From an optimization exercise on the open Yosys and OpenROAD flow, aimed at small area; shortcuts taken in it are not production practice. Where RTL was checked, it was by simulation tests only, not by an equivalence proof against the original. No activity file was given, so power comes from the tool's default toggle rates.

==> job 3668: inputs <==
## pong
module pong(
  input   logic   CLK_DRV,
  input   logic   FPGA_RESET,
  input   logic   COIN_SW,
  input   logic   SW1A, SW1B,
  input   logic   PAD1_OUT, PAD2_OUT,
  output  logic   PAD_TRG_N,
  output  logic   CSYNC, VIDEO, SCORE,
  output  logic   SOUND
);
  wire rst = FPGA_RESET;
  logic       c;                  
  logic [8:0] h_p;                
  logic       hrn_p;              
  logic [8:0] v_p;                
  logic       vrn_p;              
  logic       hbn_p;              
  logic       hbn_pp;             
  logic       hs_p;               
  logic       vbn_p;              
  logic [3:0] p1_p, p2_p;         
  logic       p1in_p, p2in_p;     
  logic       h3a_p;              
  logic [3:0] s1_p, s2_p;         
  logic       s1e_p, s2e_p;       
  logic       stop_g;             
  logic [3:0] f1_p;               
  logic       f1cq;               
  logic       h2a_p, h2b_p;       
  logic       h3b_p, h3bcq;       
  logic [3:0] g7_p, h7_p;         
  logic       g6b_p;
  logic [2:0] a5_p;               
  logic       a2a_p;              
  logic [3:0] b3_p, a3_p;         
  logic       f3a_p, c2a_p;       
  logic       q1c;                
  logic       b5b_p, b5bcq;       
  logic       coin_p, missn_p, attn_p, hit_p;
  logic hrn, hreset;
  logic [8:0] H;
  assign hrn    = c ? ~(h_p[1] & h_p[2] & h_p[6] & h_p[7] & h_p[8]) : hrn_p;
  assign hreset = ~hrn;
  assign H      = hreset ? 9'd0 : h_p + {8'd0, ~c};
  logic vrn, vreset;
  logic [8:0] V;
  assign vrn    = (hreset & hrn_p) ? ~(v_p[0] & v_p[2] & v_p[8]) : vrn_p;
  assign vreset = ~vrn;
  assign V      = vreset ? 9'd0 : v_p + {8'd0, hrn & ~hrn_p & vrn_p};
  logic g5b, hbdn, HBLANK_N, HBLANK, hs_q, HSYNC_N, hs_clr_n, VBLANK_N, VBLANK, VSYNC_N;
  assign g5b  = ~(H[4] & H[6]);
  assign hbdn = (g5b ^ hrn) ? (~g5b & hrn) : hbn_p;
  assign HBLANK_N = hbn_p;
  assign HBLANK   = ~hbn_p;
  assign hs_clr_n = ~(H[6] | HBLANK_N);
  ...
clock: 20.0 ns
lec_check: 0
abc_area: 1
cap_margin: 20
core_margin: 2
core_utilization: 40
cts_buf_list: sky130_fd_sc_hd__clkbuf_8
cts_cluster_diameter: 100
cts_cluster_size: 30
slew_margin: 20
run.sh (not shown) runs the stock make flow with config.mk's settings and CLKGATE_MAP_FILE= SYNTH_SCRIPT=/design/flow/synth_recipe.tcl, a recipe that flattens the netlist after the stock synthesis.
==> inputs of job 698, as changes to job 3668 <==
--- a/flow/design.v
+++ b/flow/design.v
@@ -1,27 +1,28 @@
 module oneshot_555 #(
   parameter int W = 19,
   parameter int TAP = 5,
-  parameter logic [W-1:0] S0 = 1,
   parameter logic [W-1:0] SNM1 = 0,
   parameter int ENDBIT = 0
 ) (
   input   logic   CLK,
   input   logic   FPGA_RESET,
   input   logic   DETECT,
   output  logic   OUT
 );
-  logic [W-1:0] lfsr;
+  localparam logic [W-1:0] POL = {(W+1)/2{2'b10}};
+  logic [W-1:0] q, v;
   logic run;
+  assign v = q ^ POL;
   always_ff @(posedge CLK) begin
-    lfsr <= run ? {lfsr[W-2:0], lfsr[W-1] ^ lfsr[TAP]} : S0;
+    q <= (run ? {v[W-2:0], ~(v[W-1] ^ v[TAP])} : '0) ^ POL;
     if (FPGA_RESET)
       run <= 1'b0;
     else if (run)
-      run <= (lfsr != SNM1);
+      run <= (v != SNM1);
     else
-      run <= DETECT & (lfsr[ENDBIT] == S0[ENDBIT]);
+      run <= DETECT & ~v[ENDBIT];
   end
   assign OUT = run;
 endmodule
 module pong(
   input   logic   CLK_DRV,
@@ -269,14 +270,14 @@
   logic b2a;
   assign b2a = (s1[0] & (SW1A ? s1[2] : 1'b1) & s1e) | (s2[0] & (SW1B ? s2[2] : 1'b1) & s2e);
   logic f3a;
   assign f3a = ~SERVE_N ? 1'b0 : (~VBLANK & b5b_p & ~vbn_p) ? vvid_p : f3a_p;
   assign c2a_q = HIT ? 1'b0 : (a3rco & ~(hit_p | a3rco_p)) ? 1'b1 : c2a_p;
-  oneshot_555 #(.W(16), .TAP(6), .S0(16'd1), .SNM1(16'd59216), .ENDBIT(0)) sound_os(
+  oneshot_555 #(.W(16), .TAP(6), .SNM1(16'd41679), .ENDBIT(0)) sound_os(
     .CLK(CLK_DRV), .FPGA_RESET, .DETECT(missn_p & ~MISS_N), .OUT(SC));
   assign SOUND = ~(ATTRACT_N & ~((~a3[1] | ~f3a) & ~(HIT_SOUND & a3[0]) & ~(V[5] & SC)));
-  oneshot_555 #(.W(19), .TAP(5), .S0(19'd1), .SNM1(19'd300954), .ENDBIT(2)) serve_os(
+  oneshot_555 #(.W(19), .TAP(5), .SNM1(19'd232822), .ENDBIT(2)) serve_os(
     .CLK(CLK_DRV), .FPGA_RESET, .DETECT(~coin_p & missn_p & ~(~COIN_SW & MISS_N)), .OUT(F4_OUT));
   assign e5a = ATTRACT_N & ~F4_OUT;
   assign SERVE_N = ~e5a ? 1'b0 : (PAD1 & ~b5bcq) ? 1'b1 : b5b_p;
   assign SERVE = ~SERVE_N;
   assign PAD_TRG_N = ~V[8];
==> flow/flow/run.sh (new file) <==
#!/bin/bash
# Standard layout, with two changes: the clock tree is built without dummy
# loads (and with clkbuf_4 buffers), and the port buffers are the smallest buffer.
set -euo pipefail
export CTS_ARGS="-sink_clustering_enable -repair_clock_nets -buf_list sky130_fd_sc_hd__clkbuf_4 -sink_clustering_size 30 -sink_clustering_max_diameter 100 -dont_use_dummy_load"
export BUFFER_PORTS_ARGS="-buffer_cell sky130_fd_sc_hd__buf_1"
bash standard.sh > standard.log 2>&1
==> flow/standard.sh (new file) <==
#!/bin/bash
# synth_recipe.tcl (not shown) runs the flow's synth.tcl, then flattens the netlist and writes it again
# the make line also repeats each setting of config.mk as NAME=value (left out here)
make -C /OpenROAD-flow-scripts/flow DESIGN_CONFIG=/design/flow/config.mk WORK_HOME=/design/flow/orfs CLKGATE_MAP_FILE= SYNTH_SCRIPT=/design/flow/synth_recipe.tcl "${@:-finish}"
Settings changed: CTS_BUF_LIST sky130_fd_sc_hd__clkbuf_8 to not set, CTS_CLUSTER_DIAMETER 100 to not set, CTS_CLUSTER_SIZE 30 to not set.
removed: flow/run.sh
==> comparison <==
Between job 698 and job 3668, the lower design area is in job 698 (gap 7.3%, measured against job 3668).
Via count: job 698 is larger than job 3668 (about 0.3%).
In job 698 the clock power is lower than in job 3668, by about 50%.
Between job 698 and job 3668, the lower register-to-register slack is in job 698 (gap 40 ps).
Between job 698 and job 3668, the lower fmax is in job 3668 (gap 5.4%, measured against job 3668).
Against job 698, the clock skew of job 3668 is lower by 13 ps.
Global-route usage: job 3668 is lower than job 698 (1.9 points).
In sequential power, job 3668 and job 698 hardly differ.
Of job 3668 and job 698, job 698 has the higher sequential share of layout area (gap 3.0 points).
In flip-flop and latch count, job 3668 and job 698 do not differ.
==> figures <==
	job 3668	job 698
Minimum clock period after layout	12,810 ps	12,160 ps
Hold path startpoint	serve_os.lfsr[1]$_SDFF_PN0_	serve_os.q[16]$_SDFF_PN0_
Signal buf overhead	1.81%	0.808%
Combined area of all synthesized cells	5830 um2	5670 um2
WHS Endpoint	serve_os.lfsr[2]$_SDFF_PN0_	serve_os.q[17]$_DFF_P_
Multi-input combinational area share	41.6%	44.9%
X dimension of the die	125 um	123 um
Worst-path clk slew	70 ps	80 ps
Area fraction of clock buffers and clock inverters	6.24%	2.11%
Tap cell instance count	184	180
Leakage power of the design	3.02 nW	2.58 nW
CP Data Arrival Time	8810 ps	8160 ps
Depth of the worst register-to-register path	22	34
Total met2 wirelength after detailed routing	5200 um	5560 um
Starting DRT DRC Count	255	268
Multi-input gates	502	501
Result of the run	no timing/DRC/antenna violations	no timing/DRC/antenna violations
Post-Syn Area per Cell	7.38 um2	7.55 um2
Number of global-route vias before repair	4,338	4,577
Cell Rows	44	43
Post-synthesis compound-gate area fraction	7.64%	7.92%
Internal power	0.387 mW	0.291 mW
No functional check of the RTL was part of job 3668.

==> separate check: timing with driven ports <==
No port has a modelled driver above. Below, the same layouts with a new extraction and two added sets of constraints.
Step 1: set_driving_cell puts a clkbuf_16 on CLK_DRV and a buf_2 on each other input, an assumption about the parent block.
Step 2 also shifts input and output timing later by t, the mid clock arrival at the registers, as if the neighbouring blocks saw the same clock.
Three values: ideal ports, drivers, drivers and shift; two values: the first two.
| run | t, ns | setup slack, ns | worst register clock-pin slew, ns | worst slew at a driven data input, ns | pins driven straight from the clock port |
|---|---|---|---|---|---|
| job 3668 | 0.472 | 7.186 / 7.163 / 7.163 | 0.07 / 0.07 | 0.03 | 1 |
| job 698 | 0.564 | 7.839 / 7.818 / 7.818 | 0.11 / 0.11 | 0.03 | 1 |
After both steps setup and hold are still met in every run listed. The setup slack of job 3668, which loses most, moves by -0.023 ns with the drivers and by -0.023 ns with both steps.
